Background: an optimization exercise with open tools, aiming at small area. Do not read the settings as production practice.
Where RTL was checked, it was by simulation tests only, not by an equivalence proof against the original.
No activity file was given, so power comes from the tool's default toggle rates.

Setup of main:
==> flow/design.v <==
module timer_top (
input wire sys_clk,
input wire sys_rst_n,
input wire dbg_mode,
input wire [11:0] tim_paddr,
input wire tim_psel,
input wire tim_penable,
input wire tim_pwrite,
input wire [31:0] tim_pwdata,
input wire [3:0] tim_pstrb,
output reg [31:0] tim_prdata,
output wire tim_pready,
output wire tim_pslverr,
output wire tim_int
);
reg rst_q;    
reg rdy;
always @(posedge sys_clk or negedge sys_rst_n)
	if (!sys_rst_n) rdy <= 1'b0;
	else            rdy <= tim_psel & tim_penable & ~rdy;
wire wr = rdy & tim_pwrite;
wire rd = rdy & ~tim_pwrite;
assign tim_pready = rdy;
wire       a_ok = (tim_paddr[11:5] == 7'd0) && (tim_paddr[1:0] == 2'd0);
wire [2:0] ai   = tim_paddr[4:2];
wire [31:0] d   = tim_pwdata;
wire [3:0]  s   = tim_pstrb;
wire tcr_w   = wr & a_ok & (ai == 3'd0);
wire tdr0_w  = wr & a_ok & (ai == 3'd1);
wire tdr1_w  = wr & a_ok & (ai == 3'd2);
wire tcmp0_w = wr & a_ok & (ai == 3'd3);
wire tcmp1_w = wr & a_ok & (ai == 3'd4);
wire tier_w  = wr & a_ok & (ai == 3'd5) & s[0];
wire tisr_w  = wr & a_ok & (ai == 3'd6) & s[0];
wire thcsr_w = wr & a_ok & (ai == 3'd7) & s[0];
reg       timer_en, div_en, int_en, int_st, halt_req, halt_ack;
reg [3:0] div_val;
wire [3:0] pdv    = d[11:8];
wire       pdv_bad = pdv[3] & (pdv[2:0] != 3'd0);
wire       dv_same = (pdv == div_val);
wire te_clr = tcr_w & ( ((s[1:0] == 2'b11) && (d == 32'h0))
			| (s[0] && timer_en && !div_en && (d[1:0] == 2'b00) && dv_same)
			| (s[0] && timer_en &&  div_en && (d[1:0] == 2'b10) && dv_same) );
wire te_keep = (s[1] & (pdv_bad | timer_en)) | (timer_en & (d[1] ^ div_en));
wire te_nxt  = te_clr ? 1'b0 : ((tcr_w & s[0]) ? (te_keep ? timer_en : d[0]) : timer_en);
wire de_nxt = (tcr_w & s[0] & ~timer_en) ? ((pdv_bad & s[1]) ? div_en : d[1]) : div_en;
wire [3:0] dv_nxt = (tcr_w & s[1] & ~timer_en & ~pdv_bad) ? pdv : div_val;
assign tim_pslverr = tcr_w & ( (timer_en & s[1] & ~dv_same)
			| (timer_en & s[0] & (d[1] ^ div_en))
			| (pdv_bad & s[1]) );
wire halt = halt_req & dbg_mode;
reg  [7:0] int_cnt;
reg        pulse;
wire [7:0] max_nxt;
genvar gi;
generate for (gi = 0; gi < 8; gi = gi + 1) begin : g_max
	assign max_nxt[gi] = dv_nxt[3] | (dv_nxt[2:0] > gi);
end endgenerate
wire dv_nz  = (div_val != 4'd0);
wire run_en = timer_en & (~div_en | ~dv_nz | pulse);
wire [7:0] ic_nxt = halt ? int_cnt :
		(~div_en | ~timer_en | pulse) ? 8'd0 :
		(dv_nz ? int_cnt + 8'd1 : int_cnt);
wire pulse_nxt = (ic_nxt == max_nxt);
reg  [63:0] cnt;
wire [7:0] blk_one, blk_pre;
wire [63:0] cy;
generate for (gi = 0; gi < 8; gi = gi + 1) begin : g_blk
	assign blk_one[gi] = &cnt[8*gi+7:8*gi];
	if (gi == 0) begin : g0
		assign blk_pre[gi] = 1'b1;
	end else begin : gn
		assign blk_pre[gi] = blk_pre[gi-1] & blk_one[gi-1];
	end
end endgenerate
wire [7:0] blk_cy;
timer_cen u_cen (.halt_req(halt_req), .dbg_mode(dbg_mode),
	.run_en(run_en), .blk_pre(blk_pre), .cy(blk_cy));
generate for (gi = 0; gi < 64; gi = gi + 1) begin : g_cy
	if (gi % 8 == 0) begin : gb
		assign cy[gi] = blk_cy[gi/8];
	end else begin : gr
		assign cy[gi] = cy[gi-1] & cnt[gi-1];
	end
end endgenerate
wire [63:0] inc = cnt ^ cy;
wire cnt_clr = (timer_en & ~te_nxt) | ~rst_q;
wire [7:0] wb = {{4{tdr1_w}} & s, {4{tdr0_w}} & s};
wire [7:0] cnt_ld  = wb & ~{8{cnt_clr}};
wire [7:0] cnt_inc = ~wb & ~{8{cnt_clr}};
reg  [63:0] cnt_nxt;
integer k;
always @(*) begin
	for (k = 0; k < 64; k = k + 1)
		cnt_nxt[k] = (cnt_ld[k/8] & d[k%32]) | (cnt_inc[k/8] & inc[k]);
end
reg  [63:0] ncmp;    
wire [7:0] cb = {{4{tcmp1_w}} & s, {4{tcmp0_w}} & s} | {8{~rst_q}};
wire [31:0] ncd = ~d & {32{rst_q}};
reg  [63:0] cmp_nxt;
always @(*) begin
	for (k = 0; k < 64; k = k + 1)
		cmp_nxt[k] = cb[k/8] ? ncd[k%32] : ncmp[k];
end
wire [63:0] cmp = ~ncmp;
wire eq = (inc == cmp);
always @(posedge sys_clk or negedge sys_rst_n)
	if (!sys_rst_n) rst_q <= 1'b0;
	else            rst_q <= 1'b1;
always @(posedge sys_clk) begin
	if (!rst_q) begin
		timer_en <= 1'b0;
		div_en   <= 1'b0;
		div_val  <= 4'd1;
		int_en   <= 1'b0;
		int_st   <= 1'b0;
		halt_req <= 1'b0;
		halt_ack <= 1'b0;
		int_cnt  <= 8'd0;
		pulse    <= 1'b0;
	end else begin
		timer_en <= te_nxt;
		div_en   <= de_nxt;
		div_val  <= dv_nxt;
		int_en   <= tier_w ? d[0] : int_en;
		int_st   <= (tisr_w & d[0]) ? 1'b0 : (eq | int_st);
		halt_req <= thcsr_w ? d[0] : halt_req;
		halt_ack <= dbg_mode & halt_req;
		int_cnt  <= ic_nxt;
		pulse    <= pulse_nxt;
	end
end
always @(posedge sys_clk) begin
	cnt  <= cnt_nxt;
	ncmp <= cmp_nxt;
end
assign tim_int = int_en & int_st & rst_q;
always @(*) begin
	tim_prdata = 32'h0;
	if (rd & a_ok)
		case (ai)
			3'd0: tim_prdata = {20'b0, div_val, 6'b0, div_en, timer_en};
			3'd1: tim_prdata = inc[31:0];
			3'd2: tim_prdata = inc[63:32];
			3'd3: tim_prdata = cmp[31:0];
			3'd4: tim_prdata = cmp[63:32];
			3'd5: tim_prdata = {31'b0, int_en};
			3'd6: tim_prdata = {31'b0, int_st};
			3'd7: tim_prdata = {30'b0, halt_ack, halt_req};
		endcase
end
endmodule
module timer_cen (
input wire halt_req,
input wire dbg_mode,
input wire run_en,
input wire [7:0] blk_pre,
output wire [7:0] cy
);
assign cy = blk_pre & {8{run_en & ~(halt_req & dbg_mode)}};
endmodule
clock: 5.5 ns
lec_check: 0
cap_margin: 20
core_margin: 2
core_utilization: 40
slew_margin: 20
synth_hierarchical: 1
standard.sh (not shown) runs the stock make flow with config.mk's settings and CLKGATE_MAP_FILE= SYNTH_SCRIPT=/design/flow/synth_recipe.tcl, a recipe that flattens the netlist after the stock synthesis.
==> flow/flow/run.sh <==
#!/bin/bash
# The standard ORFS layout, with:
#  - port buffers of sky130_fd_sc_hd__buf_1
#  - clock tree of clkbuf_8, without dummy loads
#  - the standard flow's synthesis script, with only ABC's mapping script replaced by flow/abc.script
set -o pipefail
here=$(pwd)
export BUFFER_PORTS_ARGS="-buffer_cell sky130_fd_sc_hd__buf_1"
export CTS_ARGS="-sink_clustering_enable -repair_clock_nets -dont_use_dummy_load -buf_list sky130_fd_sc_hd__clkbuf_8"
{
  echo "proc abc {args} {"
  echo "  set i [lsearch -exact \$args -script]"
  echo "  if {\$i >= 0} { lset args [expr {\$i + 1}] $here/flow/abc.script }"
  echo "  yosys abc {*}\$args"
  echo "}"
  cat synth_recipe.tcl
} > my_synth.tcl
sed "s#SYNTH_SCRIPT=[^ ]*#SYNTH_SCRIPT=$here/my_synth.tcl#" standard.sh > my_standard.sh
bash my_standard.sh > standard.log 2>&1
==> flow/flow/abc.script <==
strash
dch
&get -n
&st
&dch
&nf
&put
#### Input delta (the feature branch over main)
diff --git a/flow/design.v b/flow/design.v
--- a/flow/design.v
+++ b/flow/design.v
@@ -64,18 +64,24 @@
 wire pulse_nxt = (ic_nxt == max_nxt);
 reg  [63:0] cnt;
 wire [7:0] blk_one, blk_pre;
 wire [63:0] cy;
 generate for (gi = 0; gi < 8; gi = gi + 1) begin : g_blk
 	assign blk_one[gi] = &cnt[8*gi+7:8*gi];
-	if (gi == 0) begin : g0
-		assign blk_pre[gi] = 1'b1;
-	end else begin : gn
-		assign blk_pre[gi] = blk_pre[gi-1] & blk_one[gi-1];
-	end
 end endgenerate
+wire p2, p4;
+assign blk_pre[0] = 1'b1;
+assign blk_pre[1] = blk_one[0];
+timer_and2 u_p2 (.a(blk_one[0]), .b(blk_one[1]), .y(p2));
+timer_and2 u_p3 (.a(p2), .b(blk_one[2]), .y(blk_pre[3]));
+timer_and3 u_p4 (.a(p2), .b(blk_one[2]), .c(blk_one[3]), .y(p4));
+timer_and2 u_p5 (.a(p4), .b(blk_one[4]), .y(blk_pre[5]));
+timer_and3 u_p6 (.a(p4), .b(blk_one[4]), .c(blk_one[5]), .y(blk_pre[6]));
+timer_and4 u_p7 (.a(p4), .b(blk_one[4]), .c(blk_one[5]), .d(blk_one[6]), .y(blk_pre[7]));
+assign blk_pre[2] = p2;
+assign blk_pre[4] = p4;
 wire [7:0] blk_cy;
 timer_cen u_cen (.halt_req(halt_req), .dbg_mode(dbg_mode),
 	.run_en(run_en), .blk_pre(blk_pre), .cy(blk_cy));
 generate for (gi = 0; gi < 64; gi = gi + 1) begin : g_cy
 	if (gi % 8 == 0) begin : gb
 		assign cy[gi] = blk_cy[gi/8];
@@ -156,6 +162,15 @@
 input wire run_en,
 input wire [7:0] blk_pre,
 output wire [7:0] cy
 );
 assign cy = blk_pre & {8{run_en & ~(halt_req & dbg_mode)}};
 endmodule
+module timer_and2 (input wire a, input wire b, output wire y);
+assign y = a & b;
+endmodule
+module timer_and3 (input wire a, input wire b, input wire c, output wire y);
+assign y = a & b & c;
+endmodule
+module timer_and4 (input wire a, input wire b, input wire c, input wire d, output wire y);
+assign y = a & b & c & d;
+endmodule
## What came out
main -> the feature branch: post-synthesis instance area flat. Share of total power in combinational logic ends up higher on the feature branch. Going from main to the feature branch, worst setup margin increased by 0.31 ns relative to the old numbers, number of global-route vias before repair went up. Of the feature branch and main, the lower met3 routed wirelength belongs to the feature branch. Placeable core area came out exactly the same in the feature branch and main. Worst hold slack across all endpoints for the feature branch is lower than for main.
No functional check of the RTL was part of main.

-- static timing again, ports no longer ideal --
In the flow no input, the clock included, has a driving cell. The finished layouts below were timed again as built, in two steps.
Step 1: set_driving_cell puts a clkbuf_16 on sys_clk and a buf_2 on each other input, an assumption about the parent block.
Step 2 times the ports against the registers' clock, not the clock port: input delays grow and output delays shrink by t, the midpoint of the rising clock arrivals with the driver on.
a / b / c = ideal / step 1 / step 2; a / b = the first two.
| run | t (ns) | setup slack, ns | worst data-port slew with drivers (ns) |
|---|---|---|---|
| main | 0.478 | 0.225 / 0.183 / 0.544 | 0.04 |
| the feature branch | 0.480 | 0.538 / 0.498 / 0.652 | 0.04 |
After both steps setup and hold are still met in every run listed.
